Context: an optimization exercise on an open-source flow, tuned for small area, a short achievable clock period and few clock cycles per item. The choices shown serve that exercise and are no tape-out recipe. Where RTL was checked, it was by simulation tests only, not by an equivalence proof against the original.

==> inputs of xenon <==
// ysyx_041461_MUL
module ysyx_041461_MUL(
    input  wire   [0:0]  clk             ,
    input  wire   [0:0]  rst             ,
    input  wire   [0:0]  MUL_valid_in    ,
    input  wire   [1:0]  MUL_signed      ,
    input  wire   [63:0] MUL_multiplicand,
    input  wire   [63:0] MUL_multiplier  ,
    output wire   [0:0]  MUL_valid_out   ,
    output wire   [63:0] MUL_result_hi   ,
    output wire   [63:0] MUL_result_lo
);
clock: 8.0 ns
lec_check: 0
abc_clock_period_in_ps: 1500
cap_margin: 20
cell_pad_in_sites_detail_placement: 1
cell_pad_in_sites_global_placement: 2
core_margin: 2
core_utilization: 30
setup_slack_margin: 5
slew_margin: 20
run.sh (not shown) runs the stock make flow with config.mk's settings and CLKGATE_MAP_FILE= SYNTH_SCRIPT=/design/flow/synth_recipe.tcl, a recipe that flattens the netlist after the stock synthesis.
==> tundra: changes against xenon <==
- CORE_UTILIZATION: 30 -> 55
==> results.txt <==
Final cell count: tundra is smaller than xenon (13%). Between tundra and xenon, the lower final area is in tundra (gap about 3%, measured against xenon). Of tundra and xenon, tundra has the higher worst hold slack (gap 0.0066 ns). Between xenon and tundra, the lower routed wire length is in tundra (gap 1.4%, measured against tundra). Against xenon, the core utilization of tundra is higher by 29 points. Between tundra and xenon, the lower first-iteration DRC count is in xenon (gap about 56%, measured against xenon). Against xenon, the clock skew of tundra is lower by 0.025 ns. Of tundra and xenon, xenon has the higher register-to-register slack (gap 0.17 ns).
==> figures <==
metric	tundra	xenon
Wire length of the first global-routing pass	140000 um	149000 um
Arrival time worst endpoint	3.68 ns	3.56 ns
Final estimated routing congestion in global placement	0.916	0.830
Global-route usage over all layers	0.361	0.211
Met2 wire length	47500 um	48400 um
Total clock buffers created by CTS	47	52
Hold endpoint	ph[9]	ph[3]
Final area over synthesized area	1.179x	1.217x
Post-route non-filler standard cell count	3640	4167
Final standard cell utilization of the core	0.654	0.367
Status	no timing/DRC/antenna violations	no timing/DRC/antenna violations
DRC marker count from the first detailed-route iteration	1750	1122
Worst setup slack for register-to-register paths	4.87 ns	5.04 ns
Non-clock buffer share	0.0945	0.0956
Worst path max stage delay	0.54 ns	0.38 ns
Non-CTS buffers	314	321
End of the worst register-to-register path	hi[61]	hi[50]
Function was not checked in any run of this note: the RTL went through the layout flow alone.

* * *

==> run a <==
ysyx_041461_MUL, a different RTL version from the one above (not shown whole).
clock: 8.0 ns
lec_check: 0
abc_clock_period_in_ps: 1500
cap_margin: 20
cell_pad_in_sites_detail_placement: 1
cell_pad_in_sites_global_placement: 2
core_margin: 2
core_utilization: 30
setup_slack_margin: 5
slew_margin: 20
==> run b: changes against run a <==
--- a/flow/config.mk
+++ b/flow/config.mk
@@ -6,5 +6,4 @@
 export NUM_CORES = 4
 export LEC_CHECK = 0
-export ABC_CLOCK_PERIOD_IN_PS = 1500
 export CAP_MARGIN = 20
 export CELL_PAD_IN_SITES_DETAIL_PLACEMENT = 1
@@ -12,4 +11,3 @@
 export CORE_MARGIN = 2
 export CORE_UTILIZATION = 30
-export SETUP_SLACK_MARGIN = 5
 export SLEW_MARGIN = 20
==> summary of the runs <==
- In run b the worst hold slack is higher than in run a, by 0.0068 ns.
- Against run a, the fmax of run b is smaller by 25%.
- Of run b and run a, run a has the higher via count (gap 4.5%, measured against run a).
- Between run b and run a, the lower global-route usage is in run b (gap 1.4 points).
- Final cell count: run a is larger than run b (about 3%).
- Worst setup slack: run a is better than run b (1.2 ns).
- In run b the count of clock-buffer cells in the layout is higher than in run a, by 3.
- Synthesized area is the same in run b and run a.
- Of run a and run b, run a has the higher routed wire length (gap 10%, measured against run b).
==> figures <==
item                                                                              run b                  run a
Via Count                                                                        19,440                 20,350
Utilization after layout                                                         0.3610                 0.3983
Data-path buffer share of cell area in the final layout                         0.08966                 0.1231
Length of routed met2 wiring                                                  46,210 um              50,570 um
Standard cell area after detailed placement                                0.02899 mm^2           0.02903 mm^2
Number of buffers outside the clock class in the layout                             279                    389
R2R Path End                                                                     hi[57]                 hi[62]
Total non-filler cell area in the finished layout                          0.03064 mm^2           0.03380 mm^2
Result of the run                                      no timing/DRC/antenna violations  no timing/DRC/antenna violations
Worst slack at placement                                                       3.379 ns               3.319 ns
Cell with the biggest individual delay on the critical path  sky130_fd_sc_hd__a2111oi_2  sky130_fd_sc_hd__fa_2
Worst clock skew on the final layout                                         0.02677 ns             0.05552 ns
Register share of the cell area                                                  0.2419                 0.2204
Worst reg2reg path depth                                                             12                     16
R2R Setup Slk                                                                   3.35 ns                4.52 ns
Global Route met1 Usage                                                          0.2719                 0.2979
Post-CTS setup buffer count                                                           0                     64
Via/cell ratio                                                                    5.015                  5.098
Unrepaired setup endpoints after global routing                                      no                    yes
Fin crit period                                                                4.650 ns               3.476 ns
Met2 usage                                                                       0.3749                 0.3918
Number of buffers created by CTS                                                     48                     49
Testbench counts of run a, summed over its fixed seeds: cycles 26,400, items 2,400.
Testbench counts of run b, summed over its fixed seeds: cycles 26,400, items 2,400.

* * *

==> v27 <==
Another version of the RTL of ysyx_041461_MUL (not shown whole).
==> flow/design.v (excerpt) <==
module ysyx_041461_MUL(
    input  wire   [0:0]  clk             ,
    input  wire   [0:0]  rst             ,
    input  wire   [0:0]  MUL_valid_in    ,
    input  wire   [1:0]  MUL_signed      ,
    input  wire   [63:0] MUL_multiplicand,
    input  wire   [63:0] MUL_multiplier  ,
    output wire   [0:0]  MUL_valid_out   ,
    output wire   [63:0] MUL_result_hi   ,
    output wire   [63:0] MUL_result_lo
);
Settings: LEC_CHECK=0, CAP_MARGIN=20, CELL_PAD_IN_SITES_DETAIL_PLACEMENT=1, CELL_PAD_IN_SITES_GLOBAL_PLACEMENT=2, CORE_MARGIN=2, CORE_UTILIZATION=30, CTS_CLUSTER_DIAMETER=100, CTS_CLUSTER_SIZE=30, SETUP_SLACK_MARGIN=5, SLEW_MARGIN=20, SYNTH_HIERARCHICAL=1; clock period 8.0 ns.
==> inputs of v33, as changes to v27 <==
--- a/flow/design.v
+++ b/flow/design.v
@@ -70,39 +70,32 @@
 reg first_r2;
 always @(posedge clk or posedge rst) begin
     if (rst) first_r2 <= {1{1'b1}};
     else     first_r2 <= idle & MUL_valid_in;
 end
 assign first[2] = first_r2;
 wire m01_in = ~MUL_signed[1] & MUL_signed[0];
 reg [64:0] X;
-reg        m01_r, ext_r, b0_r;
+reg        m01_r, ext_r;
 always @(posedge clk) begin
     X     <= {MUL_signed[1] & MUL_multiplicand[63], MUL_multiplicand};
     m01_r <= m01_in;
-    b0_r  <= MUL_multiplier[0] & ~m01_in;
     ext_r <= MUL_signed[1] & MUL_signed[0] & MUL_multiplier[63];
 end
 reg [63:0] Q;
 wire [7:0] chunk;
 always @(posedge clk) begin
-    Q <= {chunk, Q[63:8]};
+    if (idle) Q <= MUL_multiplier;
+    else      Q <= {chunk, Q[63:8]};
 end
 wire [8:0] win_in = {MUL_multiplier[8:1], 1'b0};
-wire [64:0] Bx = {MUL_signed[1] & MUL_signed[0] & MUL_multiplier[63], MUL_multiplier};
-wire [8:0] win    = ({9{idle}} & win_in) |
-                     ({9{ph[1]}} & Bx[16:8]) |
-                     ({9{ph[2]}} & Bx[24:16]) |
-                     ({9{ph[3]}} & Bx[32:24]) |
-                     ({9{ph[4]}} & Bx[40:32]) |
-                     ({9{ph[5]}} & Bx[48:40]) |
-                     ({9{ph[6]}} & Bx[56:48]) |
-                     ({9{ph[7]}} & Bx[64:56]);
-wire       mz     = m01_in;
+wire [8:0] win_q  = {ph[7] ? ext_r : Q[16], Q[15:8]};
+wire [8:0] win    = idle ? win_in : win_q;
+wire       mz     = idle ? m01_in : m01_r;
 wire [3:0] enc_neg, enc_one, enc_two;
 genvar e;
 generate for (e = 0; e < 4; e = e + 1) begin : enc
     assign enc_neg[e] = ~mz & win[2*e+2];
     assign enc_one[e] = ~mz & (win[2*e+1] ^ win[2*e]);
     assign enc_two[e] = ~mz & ((win[2*e+2] & ~win[2*e+1] & ~win[2*e]) |
                                (~win[2*e+2] & win[2*e+1] & win[2*e]));
 end endgenerate
@@ -386,17 +379,17 @@
 assign pp3[61] = ((Xs[61] & sel_one2[3]) | (X2[61] & sel_two2[3])) ^ sel_neg2[3];
 assign pp3[62] = ((Xs[62] & sel_one2[3]) | (X2[62] & sel_two2[3])) ^ sel_neg2[3];
 assign pp3[63] = ((Xs[63] & sel_one2[3]) | (X2[63] & sel_two2[3])) ^ sel_neg2[3];
 assign pp3[64] = ((Xs[64] & sel_one2[3]) | (X2[64] & sel_two2[3])) ^ sel_neg2[3];
 assign pp3[65] = ~((X[64] & (sel_one2[3] | sel_two2[3])) ^ sel_neg2[3]);
 wire [2:0] neg_in = sel_neg0[2:0];
 reg [75:0] S, C;
 reg        n3;
-wire       b0 = b0_r;
+wire       b0 = Q[0] & ~m01_r;
 wire       q0 = b0 & X[64];
 wire [66:0] b0row = {~q0, q0, q0, X[63:0] & {64{b0}}};
 wire [69:0] s_in, c_in;
 assign s_in[0] = S[8] & ~first[0];
 assign c_in[0] = first[0] ? 1'b0 : C[8];
 assign s_in[1] = S[9] & ~first[0];
 assign c_in[1] = first[0] ? 1'b0 : C[9];
 assign s_in[2] = S[10] & ~first[0];
--- a/flow/config.mk
+++ b/flow/config.mk
@@ -6,12 +6,12 @@
 export NUM_CORES = 4
 export LEC_CHECK = 0
 export CAP_MARGIN = 20
 export CELL_PAD_IN_SITES_DETAIL_PLACEMENT = 1
 export CELL_PAD_IN_SITES_GLOBAL_PLACEMENT = 2
 export CORE_MARGIN = 2
 export CORE_UTILIZATION = 30
 export CTS_CLUSTER_DIAMETER = 100
-export CTS_CLUSTER_SIZE = 30
+export CTS_CLUSTER_SIZE = 25
 export SETUP_SLACK_MARGIN = 5
 export SLEW_MARGIN = 20
 export SYNTH_HIERARCHICAL = 1
==> inputs of v24, as changes to v27 <==
--- a/flow/config.mk
+++ b/flow/config.mk
@@ -6,12 +6,12 @@
 export NUM_CORES = 4
 export LEC_CHECK = 0
 export CAP_MARGIN = 20
 export CELL_PAD_IN_SITES_DETAIL_PLACEMENT = 1
 export CELL_PAD_IN_SITES_GLOBAL_PLACEMENT = 2
 export CORE_MARGIN = 2
 export CORE_UTILIZATION = 30
 export CTS_CLUSTER_DIAMETER = 100
-export CTS_CLUSTER_SIZE = 30
+export CTS_CLUSTER_SIZE = 25
 export SETUP_SLACK_MARGIN = 5
 export SLEW_MARGIN = 20
 export SYNTH_HIERARCHICAL = 1
==> comparison <==
Clock-buffer cell count: v27 < v33 < v24. Maximum frequency: v24 > v27 > v33. Critical path depth, highest first: v27, v24, v33. Final cell count is about the same in v24 and v27. Of v24 and v33, v33 has the higher non-clock buffer count (gap 5).
==> figures <==
metric                                                   v27         v33         v24
Total length of routed met3 wires                   3.315 mm    2.688 mm    3.321 mm
Filler cell count in the final layout                   8825        9066        8832
Worst-case reg-to-reg path depth                           5           8           4
Net count reported at finish                            2847        2808        2848
CP peak stage delay                                   850 ps      410 ps     1040 ps
Outcome                     no timing/DRC/antenna violations  no timing/DRC/antenna violations  no timing/DRC/antenna violations
Tap cell count                                          1060        1080        1060
Sequential cells                                         395         396         395
Total number of cells along the worst setup path           5           1           4
Number of global-route vias before repair             18.91k      19.06k      18.93k
Setup repair bufs after CTS                                0          10           0
Testbench counts of v33, summed over its fixed seeds: cycles 26,400, items 2,400.
Function not checked in v27 and v24: the RTL went through the layout flow alone.

* * *

==> inputs of job 7986 <==
Another version of the RTL of ysyx_041461_MUL (not shown whole).
==> flow/design.v (excerpt) <==
module ysyx_041461_MUL(
    input  wire   [0:0]  clk             ,
    input  wire   [0:0]  rst             ,
    input  wire   [0:0]  MUL_valid_in    ,
    input  wire   [1:0]  MUL_signed      ,
    input  wire   [63:0] MUL_multiplicand,
    input  wire   [63:0] MUL_multiplier  ,
    output wire   [0:0]  MUL_valid_out   ,
    output wire   [63:0] MUL_result_hi   ,
    output wire   [63:0] MUL_result_lo
);
Settings: LEC_CHECK=0, CAP_MARGIN=20, CELL_PAD_IN_SITES_DETAIL_PLACEMENT=1, CELL_PAD_IN_SITES_GLOBAL_PLACEMENT=2, CORE_MARGIN=2, CORE_UTILIZATION=30, CTS_CLUSTER_DIAMETER=100, CTS_CLUSTER_SIZE=25, SETUP_SLACK_MARGIN=5, SLEW_MARGIN=20, SYNTH_HIERARCHICAL=1; clock period 8.0 ns.
==> inputs of job 2551, as changes to job 7986 <==
--- a/flow/design.v
+++ b/flow/design.v
@@ -63,13 +63,14 @@
 end
 assign MUL_valid_out = ph[10];
 wire [0:0] first;
 assign first[0] = ph[1];
 wire m01_in = ~MUL_signed[1] & MUL_signed[0];
-wire [64:0] X = {MUL_signed[1] & MUL_multiplicand[63], MUL_multiplicand};
+reg [64:0] X;
 reg        m01_r, ext_r, b0_r;
 always @(posedge clk) begin
+    X     <= {MUL_signed[1] & MUL_multiplicand[63], MUL_multiplicand};
     m01_r <= m01_in;
     b0_r  <= MUL_multiplier[0] & ~m01_in;
     ext_r <= MUL_signed[1] & MUL_signed[0] & MUL_multiplier[63];
 end
 reg [63:0] Q;
--- a/flow/config.mk
+++ b/flow/config.mk
@@ -3,10 +3,11 @@
 export DESIGN_NICKNAME = ysyx_041461_MUL
 export VERILOG_FILES = /design/flow/design.v
 export SDC_FILE = /design/flow/constraint.sdc
 export NUM_CORES = 4
 export LEC_CHECK = 0
+export ABC_AREA = 1
 export CAP_MARGIN = 20
 export CELL_PAD_IN_SITES_DETAIL_PLACEMENT = 1
 export CELL_PAD_IN_SITES_GLOBAL_PLACEMENT = 2
 export CORE_MARGIN = 2
 export CORE_UTILIZATION = 30
==> results.txt <==
- FP Rows: 99
- Outcome: no timing/DRC/antenna violations
- Number of clock buffers in the layout: 25
- Syn avg cell area: 10.82 µm²
- Post-CTS Setup Bufs: 47
- FFs & Latches: 304
- RePlAce Congestion: 0.7935
- Met3 routed WL: 3045 µm
- Fillers: 7739
(the above is from job 7986)
==> results.txt <==
- Post-CTS Setup Bufs: 8
- RePlAce Congestion: 0.8427
- Outcome: no timing/DRC/antenna violations
- Fillers: 8927
- FP Rows: 103
- FFs & Latches: 369
(the above is from job 2551)
Testbench counts of job 2551, summed over its fixed seeds: cycles 26,400, items 2,400.
Only the layout flow was run in job 7986; the RTL was not checked for function there.

* * *

==> build 25: inputs <==
ysyx_041461_MUL with an RTL version that a note above also has.
export LEC_CHECK = 0
export CAP_MARGIN = 20
export CELL_PAD_IN_SITES_DETAIL_PLACEMENT = 1
export CELL_PAD_IN_SITES_GLOBAL_PLACEMENT = 2
export CORE_MARGIN = 2
export CORE_UTILIZATION = 30
export CTS_CLUSTER_DIAMETER = 100
export CTS_CLUSTER_SIZE = 25
export PLACE_DENSITY = 0.75
export SETUP_SLACK_MARGIN = 5
export SLEW_MARGIN = 20
export SYNTH_HIERARCHICAL = 1
create_clock -name core_clock -period 8.0 [get_ports {clk}]
==> build 61: changes against build 25 <==
Settings changed: PLACE_DENSITY 0.75 to unset.
==> build 29: changes against build 25 <==
--- a/flow/design.v
+++ b/flow/design.v
@@ -66,11 +66,11 @@
 assign first[0] = ph[1];
 wire m01_in = ~MUL_signed[1] & MUL_signed[0];
 reg [64:0] X;
 reg        m01_r, ext_r, b0_r;
 always @(posedge clk) begin
-    X     <= {MUL_signed[1] & MUL_multiplicand[63], MUL_multiplicand};
+    X     <= ph[9] ? V[72:8] : {MUL_signed[1] & MUL_multiplicand[63], MUL_multiplicand};
     m01_r <= m01_in;
     b0_r  <= MUL_multiplier[0] & ~m01_in;
     ext_r <= MUL_signed[1] & MUL_signed[0] & MUL_multiplier[63];
 end
 reg [63:0] Q;
@@ -1132,12 +1132,13 @@
 assign V[72] = ~(hp[72] ^ pg_g195);
 assign V[73] = ~(hp[73] ^ pg_g232);
 wire c8_raw = ~pg_g75;
 assign chunk = V[7:0];
 wire c8 = c8_raw & ~first[0];
-reg [65:0] hi;
-always @(posedge clk) hi <= V[73:8];
+reg hi_top;
+always @(posedge clk) hi_top <= V[73];
+wire [65:0] hi = {hi_top, X};
 assign MUL_result_hi = hi[65:2];
 assign MUL_result_lo = {hi[1:0], Q[63:2]};
 wire t1, t2;
 ysyx_041461_HA ut1 (.a(s_in[0]), .b(c_in[0]), .cout(t2), .s(t1));
 wire t3, t4;
Settings changed: PLACE_DENSITY 0.75 to unset.
==> notes <==
- Clock-buffer cell count, highest first: build 61, build 25, build 29.
- Against build 25, the clock skew of build 29 is higher by 0.0011 ns.
- The highest hold slack belongs to build 25, the lowest to build 29.
- Between build 29 and build 61, the lower die area is in build 29 (gap about 2.4%, measured against build 61).
- Against build 25, the synthesized cell count of build 29 is larger by 1.5%.
Testbench counts of build 25, summed over its fixed seeds: cycles 26,400, items 2,400.
Testbench counts of build 61, summed over its fixed seeds: cycles 26,400, items 2,400.
Function not checked in build 29: the RTL went through the layout flow alone.
